Context: an optimization exercise on an open-source flow, tuned for small area and a short achievable clock period. The choices shown serve that exercise and are no tape-out recipe.
In this exercise RTL edits were held to simulation tests only and were not proved equivalent to the original.
Power and IR drop assume default switching activity.

## run X
==> flow/design.v <==
module mult_mat_vec_mac #(
    parameter Mdata = 8,
    Ndata = 8,
    Nbits = 8
) (
    input [Mdata*Ndata*Nbits-1:0] M,
    input [Ndata*Nbits-1:0] X,
    input clk,
    input reset,
    output reg [Mdata*(2*Nbits)-1:0] out
);
    reg [511:0] mr;
    reg [63:0] xr;
    reg [35:0] yr;
    reg [8:0] ph;
    reg [87:0] sr, cr;
    wire [7:0] bo;
    wire [87:0] so, co;
    integer e, k, p;
    always @(posedge clk) begin
        for (e = 0; e < 64; e = e + 1) begin
            for (k = 0; k < 7; k = k + 1)
                mr[e*8+k] <= reset ? M[e*8+k] : mr[e*8+k+1];
            mr[e*8+7] <= M[e*8+7];
        end
        if (reset) begin
            xr <= X;
            for (p = 0; p < 4; p = p + 1)
                yr[p*9 +: 9] <= {1'b0, X[(2*p)*8 +: 8]} + {1'b0, X[(2*p+1)*8 +: 8]};
        end
        ph <= reset ? 9'b1 : {ph[7:0], 1'b0};
        sr <= reset ? 88'b0 : so;
        cr <= reset ? 88'b0 : co;
    end
    genvar i, b;
    for (i = 0; i < 8; i = i + 1) begin : row
        wire [7:0] mb;
        for (b = 0; b < 8; b = b + 1) begin : sel
            assign mb[b] = mr[(i*8+b)*8];
        end
        mv_row r (
            .m(mb), .x(xr), .y(yr),
            .s(sr[i*11 +: 11]), .c(cr[i*11 +: 11]),
            .bo(bo[i]), .so(so[i*11 +: 11]), .co(co[i*11 +: 11])
        );
        for (b = 0; b < 8; b = b + 1) begin : lo
            always @(posedge clk)
                if (ph[b]) out[i*16+b] <= bo[i];
        end
        always @(posedge clk)
            if (ph[8]) out[i*16+8 +: 8] <= sr[i*11 +: 8] + cr[i*11 +: 8];
    end
endmodule
module mv_row (
  input  [7:0] m,
  input  [63:0] x,
  input  [35:0] y,
  input  [10:0] s,
  input  [10:0] c,
  output bo,
  output [10:0] so,
  output [10:0] co
);
  wire sa0 = m[0] & ~m[1];
  wire sb0 = ~m[0] & m[1];
  wire sy0 = m[0] & m[1];
  wire [8:0] pp0 = ({9{sa0}} & {1'b0, x[7:0]}) | ({9{sb0}} & {1'b0, x[15:8]}) | ({9{sy0}} & y[8:0]);
  wire sa1 = m[2] & ~m[3];
  wire sb1 = ~m[2] & m[3];
  wire sy1 = m[2] & m[3];
  wire [8:0] pp1 = ({9{sa1}} & {1'b0, x[23:16]}) | ({9{sb1}} & {1'b0, x[31:24]}) | ({9{sy1}} & y[17:9]);
  wire sa2 = m[4] & ~m[5];
  wire sb2 = ~m[4] & m[5];
  wire sy2 = m[4] & m[5];
  wire [8:0] pp2 = ({9{sa2}} & {1'b0, x[39:32]}) | ({9{sb2}} & {1'b0, x[47:40]}) | ({9{sy2}} & y[26:18]);
  wire sa3 = m[6] & ~m[7];
  wire sb3 = ~m[6] & m[7];
  wire sy3 = m[6] & m[7];
  wire [8:0] pp3 = ({9{sa3}} & {1'b0, x[55:48]}) | ({9{sb3}} & {1'b0, x[63:56]}) | ({9{sy3}} & y[35:27]);
  wire t1 = c[0] ^ s[0] ^ pp0[0];
  wire t2 = (c[0] & s[0]) | (c[0] & pp0[0]) | (s[0] & pp0[0]);
  wire t3 = pp1[0] ^ pp2[0] ^ pp3[0];
  wire t4 = (pp1[0] & pp2[0]) | (pp1[0] & pp3[0]) | (pp2[0] & pp3[0]);
  wire t5 = t1 ^ t3;
  wire t6 = t1 & t3;
  wire t7 = c[1] ^ s[1] ^ pp0[1];
  wire t8 = (c[1] & s[1]) | (c[1] & pp0[1]) | (s[1] & pp0[1]);
  wire t9 = pp1[1] ^ pp2[1] ^ pp3[1];
  wire t10 = (pp1[1] & pp2[1]) | (pp1[1] & pp3[1]) | (pp2[1] & pp3[1]);
  wire t11 = t2 ^ t4 ^ t7;
  wire t12 = (t2 & t4) | (t2 & t7) | (t4 & t7);
  wire t13 = t9 ^ t11 ^ t6;
  wire t14 = (t9 & t11) | (t9 & t6) | (t11 & t6);
  wire t15 = c[2] ^ s[2] ^ pp0[2];
  wire t16 = (c[2] & s[2]) | (c[2] & pp0[2]) | (s[2] & pp0[2]);
  wire t17 = pp1[2] ^ pp2[2] ^ pp3[2];
  wire t18 = (pp1[2] & pp2[2]) | (pp1[2] & pp3[2]) | (pp2[2] & pp3[2]);
  wire t19 = t10 ^ t15 ^ t17;
  wire t20 = (t10 & t15) | (t10 & t17) | (t15 & t17);
  wire t21 = t8 ^ t12 ^ t19;
  wire t22 = (t8 & t12) | (t8 & t19) | (t12 & t19);
  wire t23 = c[3] ^ s[3] ^ pp0[3];
  wire t24 = (c[3] & s[3]) | (c[3] & pp0[3]) | (s[3] & pp0[3]);
  wire t25 = pp1[3] ^ pp2[3] ^ pp3[3];
  wire t26 = (pp1[3] & pp2[3]) | (pp1[3] & pp3[3]) | (pp2[3] & pp3[3]);
  wire t27 = t16 ^ t18 ^ t23;
  wire t28 = (t16 & t18) | (t16 & t23) | (t18 & t23);
  wire t29 = t25 ^ t20 ^ t27;
  wire t30 = (t25 & t20) | (t25 & t27) | (t20 & t27);
  wire t31 = c[4] ^ s[4] ^ pp0[4];
  wire t32 = (c[4] & s[4]) | (c[4] & pp0[4]) | (s[4] & pp0[4]);
  wire t33 = pp1[4] ^ pp2[4] ^ pp3[4];
  wire t34 = (pp1[4] & pp2[4]) | (pp1[4] & pp3[4]) | (pp2[4] & pp3[4]);
  wire t35 = t24 ^ t26 ^ t31;
  wire t36 = (t24 & t26) | (t24 & t31) | (t26 & t31);
  wire t37 = t33 ^ t28 ^ t35;
  wire t38 = (t33 & t28) | (t33 & t35) | (t28 & t35);
  wire t39 = c[5] ^ s[5] ^ pp0[5];
  wire t40 = (c[5] & s[5]) | (c[5] & pp0[5]) | (s[5] & pp0[5]);
  wire t41 = pp1[5] ^ pp2[5] ^ pp3[5];
  wire t42 = (pp1[5] & pp2[5]) | (pp1[5] & pp3[5]) | (pp2[5] & pp3[5]);
  wire t43 = t32 ^ t34 ^ t39;
  wire t44 = (t32 & t34) | (t32 & t39) | (t34 & t39);
  wire t45 = t41 ^ t36 ^ t43;
  wire t46 = (t41 & t36) | (t41 & t43) | (t36 & t43);
  wire t47 = c[6] ^ s[6] ^ pp0[6];
  wire t48 = (c[6] & s[6]) | (c[6] & pp0[6]) | (s[6] & pp0[6]);
  wire t49 = pp1[6] ^ pp2[6] ^ pp3[6];
  wire t50 = (pp1[6] & pp2[6]) | (pp1[6] & pp3[6]) | (pp2[6] & pp3[6]);
  wire t51 = t40 ^ t42 ^ t47;
  wire t52 = (t40 & t42) | (t40 & t47) | (t42 & t47);
  wire t53 = t49 ^ t44 ^ t51;
  wire t54 = (t49 & t44) | (t49 & t51) | (t44 & t51);
  wire t55 = c[7] ^ s[7] ^ pp0[7];
  wire t56 = (c[7] & s[7]) | (c[7] & pp0[7]) | (s[7] & pp0[7]);
  wire t57 = pp1[7] ^ pp2[7] ^ pp3[7];
  wire t58 = (pp1[7] & pp2[7]) | (pp1[7] & pp3[7]) | (pp2[7] & pp3[7]);
  wire t59 = t48 ^ t50 ^ t55;
  wire t60 = (t48 & t50) | (t48 & t55) | (t50 & t55);
  wire t61 = t57 ^ t52 ^ t59;
  wire t62 = (t57 & t52) | (t57 & t59) | (t52 & t59);
  wire t63 = c[8] ^ s[8] ^ pp0[8];
  wire t64 = (c[8] & s[8]) | (c[8] & pp0[8]) | (s[8] & pp0[8]);
  wire t65 = pp1[8] ^ pp2[8] ^ pp3[8];
  wire t66 = (pp1[8] & pp2[8]) | (pp1[8] & pp3[8]) | (pp2[8] & pp3[8]);
  wire t67 = t56 ^ t58 ^ t63;
  wire t68 = (t56 & t58) | (t56 & t63) | (t58 & t63);
  wire t69 = t65 ^ t60 ^ t67;
  wire t70 = (t65 & t60) | (t65 & t67) | (t60 & t67);
  wire t71 = c[9] ^ s[9] ^ t64;
  wire t72 = (c[9] & s[9]) | (c[9] & t64) | (s[9] & t64);
  wire t73 = t66 ^ t68 ^ t71;
  wire t74 = (t66 & t68) | (t66 & t71) | (t68 & t71);
  wire t75 = c[10] ^ s[10] ^ t72;
  wire t76 = (c[10] & s[10]) | (c[10] & t72) | (s[10] & t72);
  assign bo = t5;
  assign so[0] = t13;
  assign co[0] = 1'b0;
  assign so[1] = t14;
  assign co[1] = t21;
  assign so[2] = t22;
  assign co[2] = t29;
  assign so[3] = t30;
  assign co[3] = t37;
  assign so[4] = t38;
  assign co[4] = t45;
  assign so[5] = t46;
  assign co[5] = t53;
  assign so[6] = t54;
  assign co[6] = t61;
  assign so[7] = t62;
  assign co[7] = t69;
  assign so[8] = t70;
  assign co[8] = t73;
  assign so[9] = t74;
  assign co[9] = t75;
  assign so[10] = t76;
  assign co[10] = 1'b0;
endmodule
clock: 5.0 ns
lec_check: 0
abc_clock_period_in_ps: 2000
cap_margin: 20
core_margin: 2
core_utilization: 40
place_density: 0.6
setup_slack_margin: 2.6
slew_margin: 20
standard.sh (not shown) runs the stock make flow with config.mk's settings and CLKGATE_MAP_FILE= SYNTH_SCRIPT=/design/flow/synth_recipe.tcl, a recipe that flattens the netlist after the stock synthesis.
==> flow/flow/run.sh <==
#!/bin/bash
# Standard ORFS layout; only the cell used for the port buffers is chosen
# (the smallest plain buffer instead of the resizer's default pick).
set -e
export BUFFER_PORTS_ARGS="-buffer_cell sky130_fd_sc_hd__buf_1"
bash standard.sh > standard.log 2>&1
Every stage of the flow completed for run X, and the final layout passed the timing, design-rule and antenna checks.
The inputs of run G differ from those of run X as listed below.
Settings: ABC_CLOCK_PERIOD_IN_PS: 2000 -> unset; SETUP_SLACK_MARGIN: 2.6 -> unset.
==> flow/run.sh (new file) <==
#!/bin/bash
# synth_recipe.tcl (not shown) runs the flow's synth.tcl, then flattens the netlist and writes it again
# the make line also repeats each setting of config.mk as NAME=value (left out here)
make -C /OpenROAD-flow-scripts/flow DESIGN_CONFIG=/design/flow/config.mk WORK_HOME=/design/flow/orfs CLKGATE_MAP_FILE= SYNTH_SCRIPT=/design/flow/synth_recipe.tcl finish
removed: flow/flow/run.sh
removed: flow/standard.sh
### Flow results
- Taking run X as the reference, in run G fmax saw a decrease; via count has decreased; minimum setup slack among reg-to-reg paths -530 ps.
- Between run G and run X, the vias per cell figures differ only marginally.
- On post-layout utilization of the core: run G sits above run X.
- Run G vs run X, net switching power went down by about 4%.
- Looking only at share of cell area taken by multi-input logic gates, and setting everything else aside, the higher value of run X and run G goes to run X.
- The standard cells in run G occupy more silicon area than those in run X do.
- Between run X and run G, the flow reports power consumption decreasing by a few percent.

## what the ideal ports hide
No port has a modelled driver above. Below, the same layouts with a new extraction and two added sets of constraints.
Step 1 sets driving cells, clkbuf_16 on the clock port and buf_2 on the other inputs (assumed; they add their load-dependent delay and slew).
Step 2 adds t to the input delays and takes it off the output delays; t is the mean of the earliest and latest rising clock arrival at the registers after step 1. Input paths then give back, and output paths get back, about the clock's delay inside the block.
a / b / c = no drivers / after step 1 / after step 2; a / b = the first two.
run | shift t [ns] | setup WS [ns] | worst setup path at the end
run X | 0.754 | 2.156 / 2.156 / 2.033 | input to register
run G | 0.748 | 1.627 / 1.627 / 1.511 | input to register
After both steps setup and hold are still met in every run listed. The setup slack of run X, which loses most, moves by 0.000 ns with the drivers and by -0.123 ns with both steps.
